This design comes from an exercise in tuning for small area on the open sky130 flow, not from production work. The RTL was checked by simulation tests, not by an equivalence proof against the original design.

[flow/run.sh]
#!/bin/bash
# synth_recipe.tcl (not shown) runs the flow's synth.tcl, then flattens the netlist and writes it again
# the make line also repeats each setting of config.mk as NAME=value (left out here)
make -C /OpenROAD-flow-scripts/flow DESIGN_CONFIG=/design/flow/config.mk WORK_HOME=/design/flow/orfs CLKGATE_MAP_FILE= SYNTH_SCRIPT=/design/flow/synth_recipe.tcl finish
[flow/config.mk]
export PLATFORM = sky130hd
export DESIGN_NAME = FullyConnectedLayer
export DESIGN_NICKNAME = FullyConnectedLayer
export VERILOG_FILES = /design/flow/design.v
export SDC_FILE = /design/flow/constraint.sdc
export NUM_CORES = 4
export LEC_CHECK = 0
export CAP_MARGIN = 20
export CORE_MARGIN = 2
export CORE_UTILIZATION = 40
export SLEW_MARGIN = 20
[flow/constraint.sdc]
create_clock -name core_clock -period 12.0 [get_ports {clk}]
set_input_delay 2.4000 -clock core_clock [delete_from_list [all_inputs] [get_ports {clk}]]
set_output_delay 2.4000 -clock core_clock [all_outputs]
set_load 0.01 [all_outputs]
[flow/design.v]
module FullyConnectedLayer #(
    parameter N = 8,              
    parameter M = 4               
) (
    input clk,                    
    input rst_n,                  
    input [N*8-1:0] input_data,      
    input [M*N*8-1:0] weights,       
    input [M*8-1:0] biases,          
    output reg [M*8-1:0] output_data   
);
    integer i, j;
    reg [15:0] temp_sum;  
    always @(posedge clk or negedge rst_n) begin
        if (!rst_n) begin
            for (i = 0; i < M; i = i + 1)
                output_data[i*8 +: 8] <= 8'b0;
        end else begin
            for (i = 0; i < M; i = i + 1) begin
                temp_sum = 0;
                for (j = 0; j < N; j = j + 1) begin
                    temp_sum = temp_sum + (input_data[j*8 +: 8] * weights[(i*N+j)*8 +: 8]);
                end
                output_data[i*8 +: 8] <= temp_sum[15:8] + biases[i*8 +: 8];
            end
        end
    end
endmodule
==> qor.yml <==
outcome:
  status: "timing/DRC/antenna clean"
floorplan:
  die_w_um: 425
  die_area_mm2: 0.180
  die_height_um: 425
  core_area_mm2: 0.176
  io_pins: 386
  row_count: 154
  start_util_pct: 40.2
place:
  place_ws_ns: 0.139
  gp_congestion: 0.920
  io_buffers: 385
  dp_hpwl_um: 197000
clock_network:
  htreeDepth: 2
  cts_tree: "yes"
  cts-hold-fix-buffers: 0
  clk_path_buf_depth: 2
  root_buffer: "clkbuf_16"
  cts_buffers: 5
  clock_sinks: 32
  clk_pin_slew_ns: 0.08
drt:
  drc: 0
  vias_per_cell: 4.84
  avgRoutedWirePerCell_um: 21.2
  via_count: 49800
  drtIter0Drc: 2368
  ant_nets: 0
  drt-total-wl_um: 218000
  firstDrtPassIters: 5
critical_path:
  crit_end: "output_data[7]"
  endpoint_kind: "flop"
  crit_path_start: "input_data[54]"
  critPathRequiredTime_ns: 12.25
  path_buf_inv: 7
  crit_family: "adder cells"
  crit_fanout: 31
  worst-setup-path-type: "primary input to flop"
  cp_num_cells: 32
  startpoint_type: "primary input"
  path_common_cell: "fa_1"
  cpPeakStageDelay_ns: 0.58
  critPathArrivalTime_ns: 11.71
  slowest_stage: "fa_1"
layout:
  top_register: "output_data"
  nFillCells: 17400
  reg.largest.list: "output_data x32"
  area_growth_syn_to_layout_pct: 10.7
  fin_nets: 11000
  largest_reg_flops: 32
  drive_gt1_share_pct: 2.41
timing:
  fin_setup_tns_ns: 0
  period_needed_ns: 11.46
  post-route-period-util_pct: 95.5
  hold_violations: 0
  worst_pin_slew_ns: 0.706
  max_freq_ghz: 0.0873
  setup_ws_ns: 0.543
  rsz0062_at_grt: "no"
  slew_viol_final: 0
  slew_headroom_pct: 52.9
  fin_hold_ws_ns: 2.15
  setup_viol: 0
synthesis:
  yosys_warnings: 1
  synth_seq_cells: 32
  synth_area_leaders: "fa_1 (52%), ha_1 (16%), inv_1 (12%)"
  synth_flop_cell: "dfrtp_1"
  synth_edf_count: 0
  synth-async-reset-ratio_pct: 100
  synth_area_mm2: 0.0708
  synth_largest_area_cell: "fa_1"
  synthDistinctLibCells: 40
  synth_nets: 10600
  yosysMostFrequentCell: "inv_1"
  synth_top_area_share_pct: 51.9
  yosys-top-cells-count: "inv_1 (2,232), fa_1 (1,836), and2_1 (1,297)"
  syn_area_per_cell_um2: 9.41
  yosysSeqAreaShare_pct: 1.13
  synthCells: 7529
hold_path:
  hold_class: "primary input to asynchronous set/reset pin"
global_routing:
  grt.total_usage_pct: 25.2
  grt_overflow: 0
  grt_pass1_wl_um: 337000
  grt_pass1_vias: 56700
  antenna_found_initial: 88
  grt_max_degree: 33
run:
  drv_cap: 0
placed cells by master, fill, tap and decap left out, types with 8 or more instances in the layout:
master	count
a21o_1	11
a21oi_1	32
and2_1	1297
buf_12	8
buf_2	16
buf_4	152
clkdlybuf4s50_1	369
dfrtp_1	32
diode_2	52
fa_1	1836
ha_1	880
inv_1	2232
nand2_1	761
nor2_1	22
nor3_1	8
o21ai_0	15
o21bai_1	10
xnor2_1	130
xor2_1	24
area by class of cell:
class | count | area [um2] | share of cell area (%)
Clock buffer | 8 | 146 | 0.187
Inverter | 2232 | 8380 | 10.7
Timing Repair Buffer | 545 | 5070 | 6.47
Multi-Input combinational cell | 5072 | 60900 | 77.7
Sequential cell | 32 | 801 | 1.02
Tap cell | 2340 | 2930 | 3.73
Antenna cell | 52 | 130 | 0.166
kinds of logic after synthesis:
| family | after synthesis | synth area share (%) |
|---|---|---|
| compound gates | 91 | 0.825 |
| xor+xnor | 154 | 1.90 |
| fa+ha+maj | 2716 | 67.4 |
| buf+inv | 2425 | 12.9 |
| flops | 32 | 1.13 |
| simple gates | 2111 | 15.9 |
stage by stage:
stage	std cells	util, %	area [um2]
finish	10300	44.5	78400
global route	10300	44.5	78400
CTS	10200	44.4	78300
detailed placement	10200	44.4	78100
global placement	10200	44.4	78100
floorplan	7529	-	70800
how the worst min path moves through the flow:
stage                      from        endpoint  depth (start not counted)
final                     rst_n  output_data[1]                          2
after global routing      rst_n  output_data[1]                          2
after CTS                 rst_n  output_data[1]                          2
after detailed placement  rst_n  output_data[0]                          2
after global placement    rst_n  output_data[0]                          2
after floorplan           rst_n  output_data[0]                          0
layer usage:
| layer | vias up | global-route usage, % | part of all wire [%] |
|---|---|---|---|
| met3 | 400 | 2.53 | 3.9 |
| li1 | 22000 | - | - |
| met2 | 1162 | 47.2 | 55 |
| met4 | 18 | 13.0 | 5.8 |
| met5 | - | 0 | 0.045 |
| met1 | 26200 | 28.2 | 35 |
repair_timing:
item                                    CTS  global route
buffers inserted                          0             0
gates resized for setup                   0             1
endpoints found under the setup margin    0             1
endpoints found under the hold margin     0             0

-- afterwards: timing with drivers on the ports --
No port has a modelled driver above. Below, the same layout with a new extraction and two added sets of constraints.
Step 1 (the two cells are an assumption about what drives the block):
set clk [get_ports {clk}]
set_driving_cell -lib_cell sky130_fd_sc_hd__clkbuf_16 $clk
set_driving_cell -lib_cell sky130_fd_sc_hd__buf_2 [delete_from_list [all_inputs] $clk]
Step 2 moves the port delays by t, midway between the first and last clock arrival at a register: inputs arrive t later, outputs are due t later. That takes back most of the time a late clock gives input paths.
Three values: ideal ports, drivers, drivers and shift; two values: the first two.
shift t [ns]: 0.416
slack for setup (ns): 0.543 / 0.479 / 0.063
hold WS [ns]: 2.154 / 2.109 / 2.525
clock arrival spread, ns: 0.018 / 0.018
pins driven straight from the clock port: 1
After both steps this run still meets setup and hold. The setup slack of this run moves by -0.064 ns with the drivers and by -0.480 ns with both steps.
